Source: an optimization exercise on an open RTL-to-GDS flow (aim: small area and a short achievable clock period). Production flows keep margins and buffers that such runs may drop.
Function was checked by simulation only, so behaviour that the tests miss may differ from the original.
Power figures rest on the tool's default switching activity, not on a simulated workload.

Setup of red:
// core
module core (
input  logic         clk_i,
input  logic         rst_i,
input  logic [31:0] instr_i,
output logic [31:0] instr_addr_o,
input  logic [31:0] mem_rd_i,
output logic [31:0] mem_wd_o,
output logic [31:0] mem_addr_o,
output logic [04:0] memi_o,
output logic        mem_we_o
);
Settings: LEC_CHECK=0, CAP_MARGIN=20, CORE_MARGIN=2, CORE_UTILIZATION=55, PLACE_DENSITY=0.72, SETUP_SLACK_MARGIN=4.5, SLEW_MARGIN=20, SYNTH_HIERARCHICAL=1, TNS_END_PERCENT=0; clock period 12.5 ns.
standard.sh (not shown) runs the stock make flow with config.mk's settings and CLKGATE_MAP_FILE= SYNTH_SCRIPT=/design/flow/synth_recipe.tcl, a recipe that flattens the netlist after the stock synthesis.
==> flow/flow/run.sh <==
#!/bin/bash
# Standard ORFS layout (the standard.sh, unchanged synthesis), with
#  - plain buf_2 port buffers instead of the default delay-buffer cells,
#  - a clock tree of clkbuf_8 cells in sink clusters of at most 16 flip-flops
#    within 50 um, without dummy balancing loads.
# The make output goes to flow_make.log here; ORFS keeps per-step logs in orfs/logs.
set -euo pipefail
bash standard.sh \
  "BUFFER_PORTS_ARGS=-buffer_cell sky130_fd_sc_hd__buf_2" \
  "CTS_ARGS=-sink_clustering_enable -repair_clock_nets -dont_use_dummy_load -buf_list sky130_fd_sc_hd__clkbuf_8 -sink_clustering_size 16 -sink_clustering_max_diameter 50" \
  finish > flow_make.log 2>&1
Every stage of the flow completed for red, and the final layout passed the timing, design-rule and antenna checks.
Modified inputs, purple compared to red
Settings: SETUP_SLACK_MARGIN: 4.5 -> 4.0; CORE_UTILIZATION: 55 -> 40; PLACE_DENSITY: 0.72 -> 0.6.
==> flow/flow/run.sh <==
#!/bin/bash
# Standard ORFS layout (the standard.sh, unchanged synthesis), with
#  - plain buf_2 port buffers instead of the default delay-buffer cells,
#  - a clock tree of clkbuf_8 cells without dummy balancing loads.
# The make output goes to flow_make.log here; ORFS keeps per-step logs in orfs/logs.
set -euo pipefail
bash standard.sh \
  "BUFFER_PORTS_ARGS=-buffer_cell sky130_fd_sc_hd__buf_2" \
  "CTS_ARGS=-sink_clustering_enable -repair_clock_nets -dont_use_dummy_load -buf_list sky130_fd_sc_hd__clkbuf_8" \
  finish > flow_make.log 2>&1
==> comparison <==
The final core utilization in purple sits 16 points below the value recorded for red. Compared with red, wire length in purple increased by a little under 10%. Summary — die height, purple relative to red: higher, by 55 µm. Period utilization: purple vs red up 2.4 points. First-pass detailed-route iteration total for purple: 1 down relative to red. Looking at total power, purple sits 13% higher than red does. Number of nets at the end of the flow for purple: about 0.4% up relative to red. Compared with red, purple shows a lower worst setup slack. Compared with red, in purple die footprint has increased; clock insertion delay at the later pin of the skew report has increased; well tap count has increased.

---

Setup of the previous run:
Starting RTL as in the previous note.
==> flow/design.v (excerpt) <==
module core (
input  logic         clk_i,
input  logic         rst_i,
input  logic [31:0] instr_i,
output logic [31:0] instr_addr_o,
input  logic [31:0] mem_rd_i,
output logic [31:0] mem_wd_o,
output logic [31:0] mem_addr_o,
output logic [04:0] memi_o,
output logic        mem_we_o
);
Settings: LEC_CHECK=0, CAP_MARGIN=20, CORE_MARGIN=2, CORE_UTILIZATION=55, PLACE_DENSITY=0.72, SETUP_SLACK_MARGIN=4.0, SLEW_MARGIN=20, SYNTH_HIERARCHICAL=1, TNS_END_PERCENT=0; clock period 12.5 ns.
==> flow/flow/run.sh <==
#!/bin/bash
# Standard ORFS layout (the standard.sh, unchanged synthesis), with
#  - plain buf_2 port buffers instead of the default delay-buffer cells,
#  - a clock tree of clkbuf_8 cells without dummy balancing loads.
# The make output goes to flow_make.log here; ORFS keeps per-step logs in orfs/logs.
set -euo pipefail
bash standard.sh \
  "BUFFER_PORTS_ARGS=-buffer_cell sky130_fd_sc_hd__buf_2" \
  "CTS_ARGS=-sink_clustering_enable -repair_clock_nets -dont_use_dummy_load -buf_list sky130_fd_sc_hd__clkbuf_8" \
  finish > flow_make.log 2>&1
--- input diff the previous run..the current run ---
# the previous run
export LEC_CHECK = 0
export CAP_MARGIN = 20
export CORE_MARGIN = 2
export CORE_UTILIZATION = 55
export PLACE_DENSITY = 0.72
export SETUP_SLACK_MARGIN = 4.0
export SLEW_MARGIN = 20
export SYNTH_HIERARCHICAL = 1
export TNS_END_PERCENT = 0
create_clock -name core_clock -period 12.5 [get_ports {clk_i}]
# the current run
export LEC_CHECK = 0
export CAP_MARGIN = 20
export CORE_MARGIN = 2
export CORE_UTILIZATION = 60
export PLACE_DENSITY = 0.76
export SETUP_SLACK_MARGIN = 4.5
export SLEW_MARGIN = 20
export SYNTH_HIERARCHICAL = 1
export TNS_END_PERCENT = 0
create_clock -name core_clock -period 12.5 [get_ports {clk_i}]
diff --git a/flow/flow/run.sh b/flow/flow/run.sh
--- a/flow/flow/run.sh
+++ b/flow/flow/run.sh
@@ -4 +4,2 @@
-#  - a clock tree of clkbuf_8 cells without dummy balancing loads.
+#  - a clock tree of clkbuf_8 cells in sink clusters of at most 14 flip-flops
+#    within 45 um, without dummy balancing loads.
@@ -9 +10 @@
-  "CTS_ARGS=-sink_clustering_enable -repair_clock_nets -dont_use_dummy_load -buf_list sky130_fd_sc_hd__clkbuf_8" \
+  "CTS_ARGS=-sink_clustering_enable -repair_clock_nets -dont_use_dummy_load -buf_list sky130_fd_sc_hd__clkbuf_8 -sink_clustering_size 14 -sink_clustering_max_diameter 45" \
Notes after the runs:
Every run in the comparison, the previous run and the current run, completed the flow with a clean layout.
Against the previous run, critical-path maximum fanout in the current run fell by a few percent.
Compared to the previous run, the current run was floorplanned on a smaller die.
Looking at end of the critical path, the meme1.regs[434] result is from the previous run; the meme1.regs[411] one comes from the current run.
The current run vs the previous run — clock network power share dropped 6.2 points.
Routed length per placed instance of the current run exceeds that of the previous run by a few percent.
Instance count after placement with tap cells included (lower): the current run
Diff the previous run -> the current run: maximum frequency from static timing analysis has increased, register-to-register slack increased 0.23 ns, final cell utilization of the core rose 5.5 points.

re-timing with driven ports:
The flow's constraints put no driver on any port. The routed layouts listed below were extracted and timed again, unchanged, in two steps. Step 1 sets driving cells, clkbuf_16 on the clock port and buf_2 on the other inputs (assumed; they add their load-dependent delay and slew). Step 2 moves the port delays by t, midway between the first and last clock arrival at a register: inputs arrive t later, outputs are due t later. That takes back most of the time a late clock gives input paths. a / b / c = no drivers / after step 1 / after step 2; a / b = the first two.
run | t, ns | setup slack, ns | worst register clock-pin slew, ns
red | 0.862 | 3.975 / 3.858 / 3.156 | 0.11 / 0.11
purple | 0.934 | 3.680 / 3.710 / 2.792 | 0.07 / 0.07
the previous run | 0.928 | 3.730 / 3.781 / 2.852 | 0.07 / 0.07
the current run | 0.872 | 3.895 / 3.851 / 3.073 | 0.10 / 0.10
After both steps every run listed still meets setup and hold. For purple, which loses most, drivers alone change the setup slack by +0.030 ns; drivers and shift together by -0.888 ns.
